What follows belongs to an exercise in optimizing a design on an open flow for small area, a short achievable clock period and few clock cycles; a production flow would make more cautious choices.
The RTL was checked by simulation tests, not by an equivalence proof against the original design.
Power and IR drop assume default switching activity.

==> inputs of run Y <==
==> flow/design.v <==
`timescale 1ns / 1ps
module SimpleCPU(clk, rst, data_fromRAM, wrEn, addr_toRAM, data_toRAM, pCounter);
parameter SIZE = 14;
parameter K = 4;                
input clk, rst;
input wire [31:0] data_fromRAM;
output wire wrEn;
output wire [SIZE-1:0] addr_toRAM;
output wire [31:0] data_toRAM;
output wire [SIZE-1:0] pCounter;
localparam ARR = 4'd0,   
           FN  = 4'd1,   
           FC  = 4'd2,   
           RL  = 4'd3,   
           R2F = 4'd4,   
           I1  = 4'd5,   
           I2  = 4'd6,   
           Z1  = 4'd7,   
           Z2  = 4'd8,   
           ZA  = 4'd9,   
           ZT  = 4'd10,  
           ML  = 4'd11,  
           MI  = 4'd12;  
reg [3:0]  state;
reg [13:0] pc;         
reg        seq;        
reg        stale;      
reg [13:0] addr_r;
reg        we_r;
reg [31:0] dout;       
reg [13:0] wa;         
reg        wv;
reg [13:0] A_r;
reg [3:0]  op;
reg [31:0] X, Y;
reg        xarr, yarr, two, rdir, xh;
assign wrEn       = we_r & ~rst;
assign addr_toRAM = addr_r;
assign data_toRAM = dout;
assign pCounter   = pc;
wire [31:0] din = data_fromRAM;
wire [3:0]  dop = din[31:28];
wire [13:0] da  = din[27:14];
wire [13:0] db  = din[13:0];
wire [13:0] wa_e = we_r ? addr_r : wa;
wire        wv_e = we_r | wv;
wire        hitA = wv_e & (da == wa_e);
wire        hitB = wv_e & (db == wa_e);
wire [13:0] pc1   = pc + 14'd1;
wire [13:0] pcur  = seq ? pc1 : pc;
wire [13:0] pnext = pc + {12'd0, seq, ~seq};
wire        dz    = (dout == 32'd0);
wire d_imm   = dop[0] & (dop != 4'd11);
wire d_useA  = ~(dop == 4'd8 || dop == 4'd9 || dop == 4'd10 || dop == 4'd12);
wire d_useB  = ~dop[0] & (dop != 4'd12) | (dop == 4'd11);
wire d_mc    = (dop == 4'd4 || dop == 4'd5 || dop == 4'd14 || dop == 4'd15);
wire d_rA    = d_useA & ~hitA;
wire d_rB    = d_useB & ~hitB;
wire [31:0] xv = xarr ? din : X;
wire [31:0] yv = yarr ? din : Y;
wire        sub = (op == 4'd6) | (op == 4'd7);
wire [32:0] sum = {1'b0, xv} + {1'b0, yv ^ {32{sub}}} + {32'd0, sub};
reg  [31:0] res;
always @* begin
  case (op)
    4'd0, 4'd1: res = sum[31:0];
    4'd2, 4'd3: res = ~(xv & yv);
    4'd6, 4'd7: res = {31'd0, ~sum[32]};
    default:    res = yv;
  endcase
end
wire [13:0] wr_addr = (op == 4'd11) ? xv[13:0] : A_r;
wire [13:0] tgt_hit = dout[13:0] + db;
wire [13:0] tgt_rd  = din[13:0] + Y[13:0];
wire        m_shift = (op == 4'd4) | (op == 4'd5);
wire        s_big   = |yv[31:6];
wire [31:0] s_onehot = 32'd1 << yv[4:0];
wire [31:0] xv_rev;
wire [31:0] acc;
wire [31:0] acc_rev;
genvar gi;
generate
  for (gi = 0; gi < 32; gi = gi + 1) begin : g_rev
    assign xv_rev[gi]  = xv[31-gi];
    assign acc_rev[gi] = acc[31-gi];
  end
endgenerate
wire        ml_last = m_shift ? (s_big | (yv[4:0] < K)) : ((yv >> K) == 32'd0);
reg [31:0] pp;
integer j;
always @* begin
  pp = 32'd0;
  for (j = 0; j < K; j = j + 1)
    if (Y[j]) pp = pp + (X << j);
end
assign acc = dout + pp;
wire mi_last = ((Y >> K) == 32'd0);
wire mi_next_last = ((Y >> (2*K)) == 32'd0);
always @(posedge clk) begin
  if (rst) begin
    state  <= FN;
    pc     <= 14'd0;
    seq    <= 1'b0;
    stale  <= 1'b0;
    addr_r <= 14'd0;
    we_r   <= 1'b0;
    dout   <= 32'd0;
    wa     <= 14'd0;
    wv     <= 1'b0;
    A_r    <= 14'd0;
    op     <= 4'd0;
    X      <= 32'd0;
    Y      <= 32'd0;
    xarr   <= 1'b0;
    yarr   <= 1'b0;
    two    <= 1'b0;
    rdir   <= 1'b0;
    xh     <= 1'b0;
  end else begin
    we_r <= 1'b0;
    case (state)
      ARR: begin
        if (we_r) begin
          wa <= addr_r;
          wv <= 1'b1;
        end
        if (stale) begin
          pc     <= pcur;
          addr_r <= pcur;
          seq    <= 1'b0;
          stale  <= 1'b0;
          state  <= FN;
        end else begin
          op   <= dop;
          A_r  <= da;
          pc   <= pcur;
          xarr <= 1'b0;
          yarr <= 1'b0;
          two  <= 1'b0;
          xh   <= 1'b0;
          if (hitA) X <= dout;
          if (d_imm) Y <= {18'd0, db};
          else if (hitB) Y <= dout;
          case (dop)
            4'd10: begin  
              yarr <= 1'b1;
              if (hitB) begin
                addr_r <= dout[13:0];
                state  <= RL;
              end else begin
                addr_r <= db;
                state  <= I1;
              end
            end
            4'd12: begin  
              Y  <= 32'd0;
              xh <= hitA;
              if (hitB) begin
                if (!dz) begin
                  addr_r <= pnext;
                  seq    <= 1'b1;
                  state  <= FN;
                end else if (hitA) begin
                  addr_r <= dout[13:0];
                  pc     <= dout[13:0];
                  seq    <= 1'b0;
                  state  <= FN;
                end else begin
                  addr_r <= da;
                  state  <= ZA;
                end
              end else begin
                addr_r <= db;
                state  <= Z1;
              end
            end
            4'd13: begin  
              if (hitA) begin
                addr_r <= tgt_hit;
                pc     <= tgt_hit;
                seq    <= 1'b0;
                state  <= FN;
              end else begin
                addr_r <= da;
                state  <= ZA;
              end
            end
            default: begin
              if (d_rB && d_rA) begin
                addr_r <= db;
                two    <= 1'b1;
                xarr   <= 1'b1;
                state  <= R2F;
              end else if (d_rB) begin
                addr_r <= db;
                yarr   <= 1'b1;
                state  <= RL;
              end else if (d_rA) begin
                addr_r <= da;
                xarr   <= 1'b1;
                state  <= RL;
              end else if (d_mc) begin
                state  <= ML;
              end else begin
                addr_r <= pnext;
                seq    <= 1'b1;
                state  <= FC;
              end
            end
          endcase
        end
      end
      R2F: begin
        addr_r <= A_r;
        state  <= RL;
      end
      RL: begin
        if (two) Y <= din;
        if (m_shift || op == 4'd14 || op == 4'd15) begin
          state <= ML;
        end else begin
          addr_r <= pc1;
          seq    <= 1'b1;
          state  <= FC;
        end
      end
      FC: begin
        dout   <= res;
        wv     <= 1'b0;
        addr_r <= wr_addr;
        we_r   <= 1'b1;
        stale  <= (wr_addr == addr_r);
        state  <= ARR;
      end
      FN: begin
        state <= ARR;
      end
      I1: begin
        state <= I2;
      end
      I2: begin
        addr_r <= din[13:0];
        state  <= RL;
      end
      Z1: begin
        addr_r <= pc1;
        state  <= Z2;
      end
      Z2: begin
        if (din != 32'd0) begin
          seq   <= 1'b1;
          state <= ARR;
        end else if (xh) begin
          addr_r <= X[13:0];
          pc     <= X[13:0];
          seq    <= 1'b0;
          state  <= FN;
        end else begin
          addr_r <= A_r;
          state  <= ZA;
        end
      end
      ZA: begin
        state <= ZT;
      end
      ZT: begin
        addr_r <= tgt_rd;
        pc     <= tgt_rd;
        seq    <= 1'b0;
        state  <= FN;
      end
      ML: begin
        if (m_shift) begin
          Y    <= s_big ? 32'd0 : s_onehot;
          rdir <= ~yv[5];
          X    <= yv[5] ? xv : xv_rev;
        end else begin
          Y    <= yv;
          X    <= xv;
          rdir <= 1'b0;
        end
        dout <= 32'd0;
        wv   <= 1'b0;
        if (ml_last) begin
          addr_r <= pc1;
          seq    <= 1'b1;
        end
        state <= MI;
      end
      MI: begin
        X <= X << K;
        Y <= Y >> K;
        if (mi_last) begin
          dout   <= rdir ? acc_rev : acc;
          we_r   <= 1'b1;
          addr_r <= A_r;
          stale  <= (A_r == addr_r);
          state  <= ARR;
        end else begin
          dout <= acc;
          if (mi_next_last) begin
            addr_r <= pc1;
            seq    <= 1'b1;
          end
        end
      end
      default: begin
        state <= FN;
        addr_r <= pc;
        seq <= 1'b0;
      end
    endcase
  end
end
endmodule
==> flow/run.sh <==
#!/bin/bash
# synth_recipe.tcl (not shown) runs the flow's synth.tcl, then flattens the netlist and writes it again
# the make line also repeats each setting of config.mk as NAME=value (left out here)
make -C /OpenROAD-flow-scripts/flow DESIGN_CONFIG=/design/flow/config.mk WORK_HOME=/design/flow/orfs CLKGATE_MAP_FILE= SYNTH_SCRIPT=/design/flow/synth_recipe.tcl finish
==> flow/config.mk <==
export PLATFORM = sky130hd
export DESIGN_NAME = SimpleCPU
export DESIGN_NICKNAME = SimpleCPU
export VERILOG_FILES = /design/flow/design.v
export SDC_FILE = /design/flow/constraint.sdc
export NUM_CORES = 4
export LEC_CHECK = 0
export CAP_MARGIN = 20
export CORE_MARGIN = 2
export CORE_UTILIZATION = 40
export SETUP_SLACK_MARGIN = 0.3
export SLEW_MARGIN = 20
==> flow/constraint.sdc <==
create_clock -name core_clock -period 15.0 [get_ports {clk}]
set_input_delay 3.0000 -clock core_clock [delete_from_list [all_inputs] [get_ports {clk}]]
set_output_delay 3.0000 -clock core_clock [all_outputs]
set_load 0.01 [all_outputs]
==> run G (differences from run Y) <==
==> flow/design.v (replaced) <==
`timescale 1ns / 1ps
module SimpleCPU(clk, rst, data_fromRAM, wrEn, addr_toRAM, data_toRAM, pCounter);
parameter SIZE = 14;
parameter K = 4;                
parameter HIT = 1;              
input clk, rst;
input wire [31:0] data_fromRAM;
output wire wrEn;
output wire [SIZE-1:0] addr_toRAM;
output wire [31:0] data_toRAM;
output wire [SIZE-1:0] pCounter;
localparam ARR = 4'd0,   
           FN  = 4'd1,   
           FC  = 4'd2,   
           RL  = 4'd3,   
           R2F = 4'd4,   
           I1  = 4'd5,   
           I2  = 4'd6,   
           Z1  = 4'd7,   
           Z2  = 4'd8,   
           ZA  = 4'd9,   
           ZT  = 4'd10,  
           ML  = 4'd11,  
           MI  = 4'd12;  
reg [3:0]  state;
reg [13:0] pc;         
reg        seq;        
reg        stale;      
reg [13:0] addr_r;
reg        we_r;
reg [31:0] dout;       
reg [13:0] wa;         
reg        wv;
reg [13:0] A_r;
reg [3:0]  op;
reg [31:0] X, Y;       
reg        xin, yin, yd, two, rdir, xh;
reg        rst_q;      
assign wrEn       = we_r & ~rst;
assign addr_toRAM = addr_r;
assign data_toRAM = dout;
assign pCounter   = pc;
wire [31:0] din = data_fromRAM;
wire [3:0]  dop = din[31:28];
wire [13:0] da  = din[27:14];
wire [13:0] db  = din[13:0];
wire        wv_e = wv & (HIT != 0);
wire        hitA = wv_e & (da == wa);
wire        hitB = wv_e & (db == wa);
wire [13:0] pc1   = pc + 14'd1;
wire [13:0] pcur  = seq ? pc1 : pc;
wire [13:0] pnext = pc + {12'd0, seq, ~seq};
wire        dz    = (dout == 32'd0);
wire d_imm   = dop[0] & (dop != 4'd11);
wire d_useA  = ~(dop == 4'd8 || dop == 4'd9 || dop == 4'd10 || dop == 4'd12);
wire d_useB  = ~dop[0] & (dop != 4'd12) | (dop == 4'd11);
wire d_mc    = (dop == 4'd4 || dop == 4'd5 || dop == 4'd14 || dop == 4'd15);
wire d_rA    = d_useA & ~hitA;
wire d_rB    = d_useB & ~hitB;
wire [31:0] xv = xin ? din : dout;
wire [31:0] yv = yin ? din : (yd ? dout : {18'd0, Y[13:0]});
wire        sub = (op == 4'd6) | (op == 4'd7);
wire [32:0] sum = {1'b0, xv} + {1'b0, yv ^ {32{sub}}} + {32'd0, sub};
reg  [31:0] res;
always @* begin
  case (op)
    4'd0, 4'd1: res = sum[31:0];
    4'd2, 4'd3: res = ~(xv & yv);
    4'd6, 4'd7: res = {31'd0, ~sum[32]};
    default:    res = yv;
  endcase
end
wire [13:0] wr_addr = (op == 4'd11) ? xv[13:0] : A_r;
wire [13:0] tgt_rd  = sum[13:0];    
wire        m_shift = (op == 4'd4) | (op == 4'd5);
wire        s_big   = |yv[31:6];
wire [31:0] s_onehot = 32'd1 << yv[4:0];
wire [31:0] xv_rev;
wire [31:0] acc;
wire [31:0] acc_rev;
genvar gi;
generate
  for (gi = 0; gi < 32; gi = gi + 1) begin : g_rev
    assign xv_rev[gi]  = xv[31-gi];
    assign acc_rev[gi] = acc[31-gi];
  end
endgenerate
wire [31:0] y_load  = m_shift ? (s_big ? 32'd0 : s_onehot) : yv;
wire signed [31:0] y_loads = y_load;
wire [31:0] yl_k    = y_loads >>> K;
wire        ml_last = (yl_k == {32{y_load[K-1]}});
reg        cb;
reg [31:0] cs_s, cs_c, cs_t, cs_n;
reg        b2, b1, b0, bneg, bone, btwo;
integer j;
always @* begin
  cs_s = dout;
  cs_c = 32'd0;
  cs_n = 32'd0;
  for (j = 0; j < K/2; j = j + 1) begin
    b2 = Y[2*j+1];
    b1 = Y[2*j];
    b0 = (j == 0) ? cb : Y[2*j-1];
    bneg = b2 & ~(b1 & b0);
    bone = b1 ^ b0;
    btwo = (b2 & ~b1 & ~b0) | (~b2 & b1 & b0);
    cs_t = ((bone ? X : 32'd0) | (btwo ? (X << 1) : 32'd0)) << (2*j);
    cs_t = cs_t ^ {32{bneg}};
    cs_n[j] = bneg;
    if (j == 0) begin
      cs_c = cs_t;
    end else begin
      {cs_s, cs_c} = {cs_s ^ cs_c ^ cs_t, (((cs_s & cs_c) | (cs_s & cs_t) | (cs_c & cs_t)) << 1) | {31'd0, cs_n[j-1]}};
    end
  end
end
assign acc = cs_s + cs_c + {31'd0, cs_n[K/2-1]};
wire signed [31:0] Ys = Y;
wire [31:0] y_k  = Ys >>> K;
wire [31:0] y_2k = Ys >>> (2*K);
wire mi_last      = (y_k  == {32{Y[K-1]}});
wire mi_next_last = (y_2k == {32{Y[2*K-1]}});
always @(posedge clk)
  rst_q <= rst;
always @(posedge clk)
  if (state == ML)
    X <= (m_shift & ~yv[5]) ? xv_rev : xv;
  else
    X <= X << K;
always @(posedge clk) begin
  if (rst_q) begin
    state  <= FN;
    pc     <= 14'd0;
    seq    <= 1'b0;
    stale  <= 1'b0;
    addr_r <= 14'd0;
    we_r   <= 1'b0;
    dout   <= 32'd0;
    wa     <= 14'd0;
    wv     <= 1'b0;
    A_r    <= 14'd0;
    op     <= 4'd0;
    Y      <= 32'd0;
    xin    <= 1'b0;
    yin    <= 1'b0;
    yd     <= 1'b0;
    two    <= 1'b0;
    rdir   <= 1'b0;
    xh     <= 1'b0;
    cb     <= 1'b0;
  end else begin
    we_r <= 1'b0;
    case (state)
      ARR: begin
        if (stale) begin
          pc     <= pcur;
          seq    <= 1'b0;
          stale  <= 1'b0;
          state  <= FN;
        end else begin
          op   <= dop;
          A_r  <= da;
          Y    <= {18'd0, db};
          pc   <= pcur;
          xin  <= 1'b0;
          yin  <= 1'b0;
          yd   <= 1'b0;
          two  <= 1'b0;
          xh   <= hitA;
          case (dop)
            4'd10: begin  
              yin <= 1'b1;
              if (hitB) begin
                addr_r <= dout[13:0];
                state  <= RL;
              end else begin
                addr_r <= db;
                state  <= I1;
              end
            end
            4'd12: begin  
              Y   <= 32'd0;
              xin <= 1'b1;
              if (hitB) begin
                if (!dz) begin
                  addr_r <= pnext;
                  seq    <= 1'b1;
                  state  <= FN;
                end else if (hitA) begin
                  addr_r <= dout[13:0];
                  pc     <= dout[13:0];
                  seq    <= 1'b0;
                  state  <= FN;
                end else begin
                  addr_r <= da;
                  state  <= ZA;
                end
              end else begin
                addr_r <= db;
                state  <= Z1;
              end
            end
            4'd13: begin  
              xin    <= 1'b1;
              addr_r <= da;
              state  <= ZA;
            end
            default: begin
              if (d_rB && d_rA) begin
                addr_r <= da;
                two    <= 1'b1;
                yin    <= 1'b1;
                state  <= R2F;
              end else if (d_rB) begin
                addr_r <= db;
                yin    <= 1'b1;
                state  <= RL;
              end else if (d_rA) begin
                addr_r <= da;
                xin    <= 1'b1;
                yd     <= d_useB;
                state  <= RL;
              end else begin
                yd <= d_useB;
                if (d_mc) begin
                  state  <= ML;
                end else begin
                  addr_r <= pnext;
                  seq    <= 1'b1;
                  state  <= FC;
                end
              end
            end
          endcase
        end
      end
      R2F: begin
        addr_r <= Y[13:0];
        state  <= RL;
      end
      RL: begin
        if (two) begin
          dout <= din;
          wv   <= 1'b0;
        end
        if (m_shift || op == 4'd14 || op == 4'd15) begin
          state <= ML;
        end else begin
          addr_r <= pc1;
          seq    <= 1'b1;
          state  <= FC;
        end
      end
      FC: begin
        dout   <= res;
        wa     <= wr_addr;
        wv     <= 1'b1;
        addr_r <= wr_addr;
        we_r   <= ~rst;
        stale  <= (wr_addr == addr_r);
        state  <= ARR;
      end
      FN: begin
        state <= ARR;
      end
      I1: begin
        state <= I2;
      end
      I2: begin
        addr_r <= din[13:0];
        state  <= RL;
      end
      Z1: begin
        addr_r <= pc1;
        state  <= Z2;
      end
      Z2: begin
        if (din != 32'd0) begin
          seq   <= 1'b1;
          state <= ARR;
        end else if (xh) begin
          addr_r <= dout[13:0];
          pc     <= dout[13:0];
          seq    <= 1'b0;
          state  <= FN;
        end else begin
          addr_r <= A_r;
          state  <= ZA;
        end
      end
      ZA: begin
        state <= ZT;
      end
      ZT: begin
        addr_r <= tgt_rd;
        pc     <= tgt_rd;
        seq    <= 1'b0;
        state  <= FN;
      end
      ML: begin
        Y    <= y_load;
        cb   <= 1'b0;
        rdir <= m_shift & ~yv[5];
        dout <= 32'd0;
        wv   <= 1'b0;
        if (ml_last) begin
          addr_r <= pc1;
          seq    <= 1'b1;
        end
        state <= MI;
      end
      MI: begin
        Y  <= y_k;
        cb <= Y[K-1];
        if (mi_last) begin
          dout   <= rdir ? acc_rev : acc;
          wa     <= A_r;
          wv     <= 1'b1;
          we_r   <= ~rst;
          addr_r <= A_r;
          stale  <= (A_r == addr_r);
          state  <= ARR;
        end else begin
          dout <= acc;
          if (mi_next_last) begin
            addr_r <= pc1;
            seq    <= 1'b1;
          end
        end
      end
      default: begin
        state  <= FN;
        seq    <= 1'b0;
      end
    endcase
  end
end
endmodule
==> flow/flow/run.sh (new file) <==
#!/bin/bash
set -euo pipefail
bash standard.sh SETUP_SLACK_MARGIN=9 finish > standard_flow.log 2>&1
==> flow/standard.sh (new file) <==
#!/bin/bash
# synth_recipe.tcl (not shown) runs the flow's synth.tcl, then flattens the netlist and writes it again
# the make line also repeats each setting of config.mk as NAME=value (left out here)
make -C /OpenROAD-flow-scripts/flow DESIGN_CONFIG=/design/flow/config.mk WORK_HOME=/design/flow/orfs CLKGATE_MAP_FILE= SYNTH_SCRIPT=/design/flow/synth_recipe.tcl "${@:-finish}"
removed: flow/run.sh
==> run H (differences from run Y) <==
--- a/flow/design.v
+++ b/flow/design.v
@@ -2,6 +2,7 @@
 module SimpleCPU(clk, rst, data_fromRAM, wrEn, addr_toRAM, data_toRAM, pCounter);
 parameter SIZE = 14;
 parameter K = 4;                
+parameter HIT = 1;              
 input clk, rst;
 input wire [31:0] data_fromRAM;
 output wire wrEn;
@@ -32,9 +33,10 @@
 reg        wv;
 reg [13:0] A_r;
 reg [3:0]  op;
-reg [31:0] X, Y;
-reg        xarr, yarr, two, rdir, xh;
-assign wrEn       = we_r & ~rst;
+reg [31:0] X, Y;       
+reg        xin, yin, yd, two, rdir, xh;
+reg        rst_q;      
+assign wrEn       = we_r & ~rst & ~rst_q;
 assign addr_toRAM = addr_r;
 assign data_toRAM = dout;
 assign pCounter   = pc;
@@ -43,7 +45,7 @@
 wire [13:0] da  = din[27:14];
 wire [13:0] db  = din[13:0];
 wire [13:0] wa_e = we_r ? addr_r : wa;
-wire        wv_e = we_r | wv;
+wire        wv_e = (we_r | wv) & (HIT != 0);
 wire        hitA = wv_e & (da == wa_e);
 wire        hitB = wv_e & (db == wa_e);
 wire [13:0] pc1   = pc + 14'd1;
@@ -56,8 +58,8 @@
 wire d_mc    = (dop == 4'd4 || dop == 4'd5 || dop == 4'd14 || dop == 4'd15);
 wire d_rA    = d_useA & ~hitA;
 wire d_rB    = d_useB & ~hitB;
-wire [31:0] xv = xarr ? din : X;
-wire [31:0] yv = yarr ? din : Y;
+wire [31:0] xv = xin ? din : dout;
+wire [31:0] yv = yin ? din : (yd ? dout : {18'd0, Y[13:0]});
 wire        sub = (op == 4'd6) | (op == 4'd7);
 wire [32:0] sum = {1'b0, xv} + {1'b0, yv ^ {32{sub}}} + {32'd0, sub};
 reg  [31:0] res;
@@ -70,8 +72,7 @@
   endcase
 end
 wire [13:0] wr_addr = (op == 4'd11) ? xv[13:0] : A_r;
-wire [13:0] tgt_hit = dout[13:0] + db;
-wire [13:0] tgt_rd  = din[13:0] + Y[13:0];
+wire [13:0] tgt_rd  = din[13:0] + (op[0] ? Y[13:0] : 14'd0);
 wire        m_shift = (op == 4'd4) | (op == 4'd5);
 wire        s_big   = |yv[31:6];
 wire [31:0] s_onehot = 32'd1 << yv[4:0];
@@ -86,18 +87,23 @@
   end
 endgenerate
 wire        ml_last = m_shift ? (s_big | (yv[4:0] < K)) : ((yv >> K) == 32'd0);
-reg [31:0] pp;
+reg [31:0] cs_s, cs_c, cs_t;
 integer j;
 always @* begin
-  pp = 32'd0;
-  for (j = 0; j < K; j = j + 1)
-    if (Y[j]) pp = pp + (X << j);
+  cs_s = dout;
+  cs_c = Y[0] ? X : 32'd0;
+  for (j = 1; j < K; j = j + 1) begin
+    cs_t = Y[j] ? (X << j) : 32'd0;
+    {cs_s, cs_c} = {cs_s ^ cs_c ^ cs_t, ((cs_s & cs_c) | (cs_s & cs_t) | (cs_c & cs_t)) << 1};
+  end
 end
-assign acc = dout + pp;
+assign acc = cs_s + cs_c;
 wire mi_last = ((Y >> K) == 32'd0);
 wire mi_next_last = ((Y >> (2*K)) == 32'd0);
+always @(posedge clk)
+  rst_q <= rst;
 always @(posedge clk) begin
-  if (rst) begin
+  if (rst_q) begin
     state  <= FN;
     pc     <= 14'd0;
     seq    <= 1'b0;
@@ -111,8 +117,9 @@
     op     <= 4'd0;
     X      <= 32'd0;
     Y      <= 32'd0;
-    xarr   <= 1'b0;
-    yarr   <= 1'b0;
+    xin    <= 1'b0;
+    yin    <= 1'b0;
+    yd     <= 1'b0;
     two    <= 1'b0;
     rdir   <= 1'b0;
     xh     <= 1'b0;
@@ -133,17 +140,16 @@
         end else begin
           op   <= dop;
           A_r  <= da;
+          Y    <= {18'd0, db};
           pc   <= pcur;
-          xarr <= 1'b0;
-          yarr <= 1'b0;
+          xin  <= 1'b0;
+          yin  <= 1'b0;
+          yd   <= 1'b0;
           two  <= 1'b0;
-          xh   <= 1'b0;
-          if (hitA) X <= dout;
-          if (d_imm) Y <= {18'd0, db};
-          else if (hitB) Y <= dout;
+          xh   <= hitA;
           case (dop)
             4'd10: begin  
-              yarr <= 1'b1;
+              yin <= 1'b1;
               if (hitB) begin
                 addr_r <= dout[13:0];
                 state  <= RL;
@@ -153,8 +159,6 @@
               end
             end
             4'd12: begin  
-              Y  <= 32'd0;
-              xh <= hitA;
               if (hitB) begin
                 if (!dz) begin
                   addr_r <= pnext;
@@ -175,47 +179,47 @@
               end
             end
             4'd13: begin  
-              if (hitA) begin
-                addr_r <= tgt_hit;
-                pc     <= tgt_hit;
-                seq    <= 1'b0;
-                state  <= FN;
-              end else begin
-                addr_r <= da;
-                state  <= ZA;
-              end
+              addr_r <= da;
+              state  <= ZA;
             end
             default: begin
               if (d_rB && d_rA) begin
-                addr_r <= db;
+                addr_r <= da;
                 two    <= 1'b1;
-                xarr   <= 1'b1;
+                yin    <= 1'b1;
                 state  <= R2F;
               end else if (d_rB) begin
                 addr_r <= db;
-                yarr   <= 1'b1;
+                yin    <= 1'b1;
                 state  <= RL;
               end else if (d_rA) begin
                 addr_r <= da;
-                xarr   <= 1'b1;
+                xin    <= 1'b1;
+                yd     <= d_useB;
                 state  <= RL;
-              end else if (d_mc) begin
-                state  <= ML;
               end else begin
-                addr_r <= pnext;
-                seq    <= 1'b1;
-                state  <= FC;
+                yd <= d_useB;
+                if (d_mc) begin
+                  state  <= ML;
+                end else begin
+                  addr_r <= pnext;
+                  seq    <= 1'b1;
+                  state  <= FC;
+                end
               end
             end
           endcase
         end
       end
       R2F: begin
-        addr_r <= A_r;
+        addr_r <= Y[13:0];
         state  <= RL;
       end
       RL: begin
-        if (two) Y <= din;
+        if (two) begin
+          dout <= din;
+          wv   <= 1'b0;
+        end
         if (m_shift || op == 4'd14 || op == 4'd15) begin
           state <= ML;
         end else begin
@@ -251,8 +255,8 @@
           seq   <= 1'b1;
           state <= ARR;
         end else if (xh) begin
-          addr_r <= X[13:0];
-          pc     <= X[13:0];
+          addr_r <= dout[13:0];
+          pc     <= dout[13:0];
           seq    <= 1'b0;
           state  <= FN;
         end else begin
@@ -305,9 +309,9 @@
         end
       end
       default: begin
-        state <= FN;
+        state  <= FN;
         addr_r <= pc;
-        seq <= 1'b0;
+        seq    <= 1'b0;
       end
     endcase
   end
==> flow/flow/run.sh (new file) <==
#!/bin/bash
set -euo pipefail
bash standard.sh SETUP_SLACK_MARGIN=8.5 finish > standard_flow.log 2>&1
==> flow/standard.sh (new file) <==
#!/bin/bash
# synth_recipe.tcl (not shown) runs the flow's synth.tcl, then flattens the netlist and writes it again
# the make line also repeats each setting of config.mk as NAME=value (left out here)
make -C /OpenROAD-flow-scripts/flow DESIGN_CONFIG=/design/flow/config.mk WORK_HOME=/design/flow/orfs CLKGATE_MAP_FILE= SYNTH_SCRIPT=/design/flow/synth_recipe.tcl "${@:-finish}"
removed: flow/run.sh
==> summary.txt <==
| metric | run Y | run G | run H |
|---|---|---|---|
| Met2 Track Usage GR | 52.7% | 63.8% | 55.0% |
| Number of inserted filler cells in the final layout | 6,396 | 4,654 | 5,372 |
| Layout cells sized above 1 | 7.54% | 17.8% | 7.16% |
| Post-layout worst setup margin | 5.55 ns | 8.69 ns | 8.35 ns |
| Status | finished clean | finished clean | finished clean |
| Proportion of final cell area spent on non-clock buffers | 6.37% | 13.0% | 6.73% |
| Sequential area share after synthesis | 13.6% | 18.0% | 16.5% |
| Internal power of the cells | 1.29 mW | 1.53 mW | 1.18 mW |
| Non-clock inverter instance count of the final layout | 116 | 102 | 185 |
| Synthesized area divided by synthesized cell count | 7.02 um^2 | 7.11 um^2 | 7.25 um^2 |
| Final cell count without fillers | 4,350 | 3,480 | 3,531 |
| Via density per instance | 6.72 | 7.01 | 6.71 |
| Slowest stage delay, CP | 0.57 ns | 0.11 ns | 0.74 ns |
| Net Count, Synth | 3,760 | 2,832 | 3,064 |
| Max Freq | 106 MHz | 159 MHz | 150 MHz |
| Via count of the first global-routing pass | 26,400 | 22,400 | 21,600 |
| Combinational Power | 1.57 mW | 2.13 mW | 1.26 mW |
| Areal power density over the cells | 98.6 nW/um^2 | 137 nW/um^2 | 104 nW/um^2 |
Testbench counts of run Y, summed over its fixed seeds: cycles 154,647.
Testbench counts of run G, summed over its fixed seeds: cycles 154,534.
Testbench counts of run H, summed over its fixed seeds: cycles 154,775.

afterwards: timing with drivers on the ports:
The results above use ideal ports. As a check the final layouts listed here were re-extracted and re-timed, cells and wires unchanged.
Step 1, drivers: a clkbuf_16 drives clk and a buf_2 each remaining input, both assumed.
Step 2 moves the port delays by t, midway between the first and last clock arrival at a register: inputs arrive t later, outputs are due t later. That takes back most of the time a late clock gives input paths.
Slacks: ideal ports / drivers / drivers and shift; pairs: ideal ports / drivers.
run	t, ns	slack for setup (ns)	worst hold slack (ns)	slew at the worst register clock pin (ns)	pins driven straight from the clock port
run Y	0.544	5.547 / 5.547 / 5.547	0.457 / 0.457 / 0.457	0.08 / 0.08	1
run G	0.584	8.695 / 8.640 / 8.363	0.472 / 0.472 / 0.472	0.09 / 0.09	1
run H	0.562	8.355 / 8.384 / 7.822	0.456 / 0.456 / 0.456	0.08 / 0.08	1
After both steps setup and hold are still met in every run listed. The setup slack of run H, which loses most, moves by +0.029 ns with the drivers and by -0.533 ns with both steps.
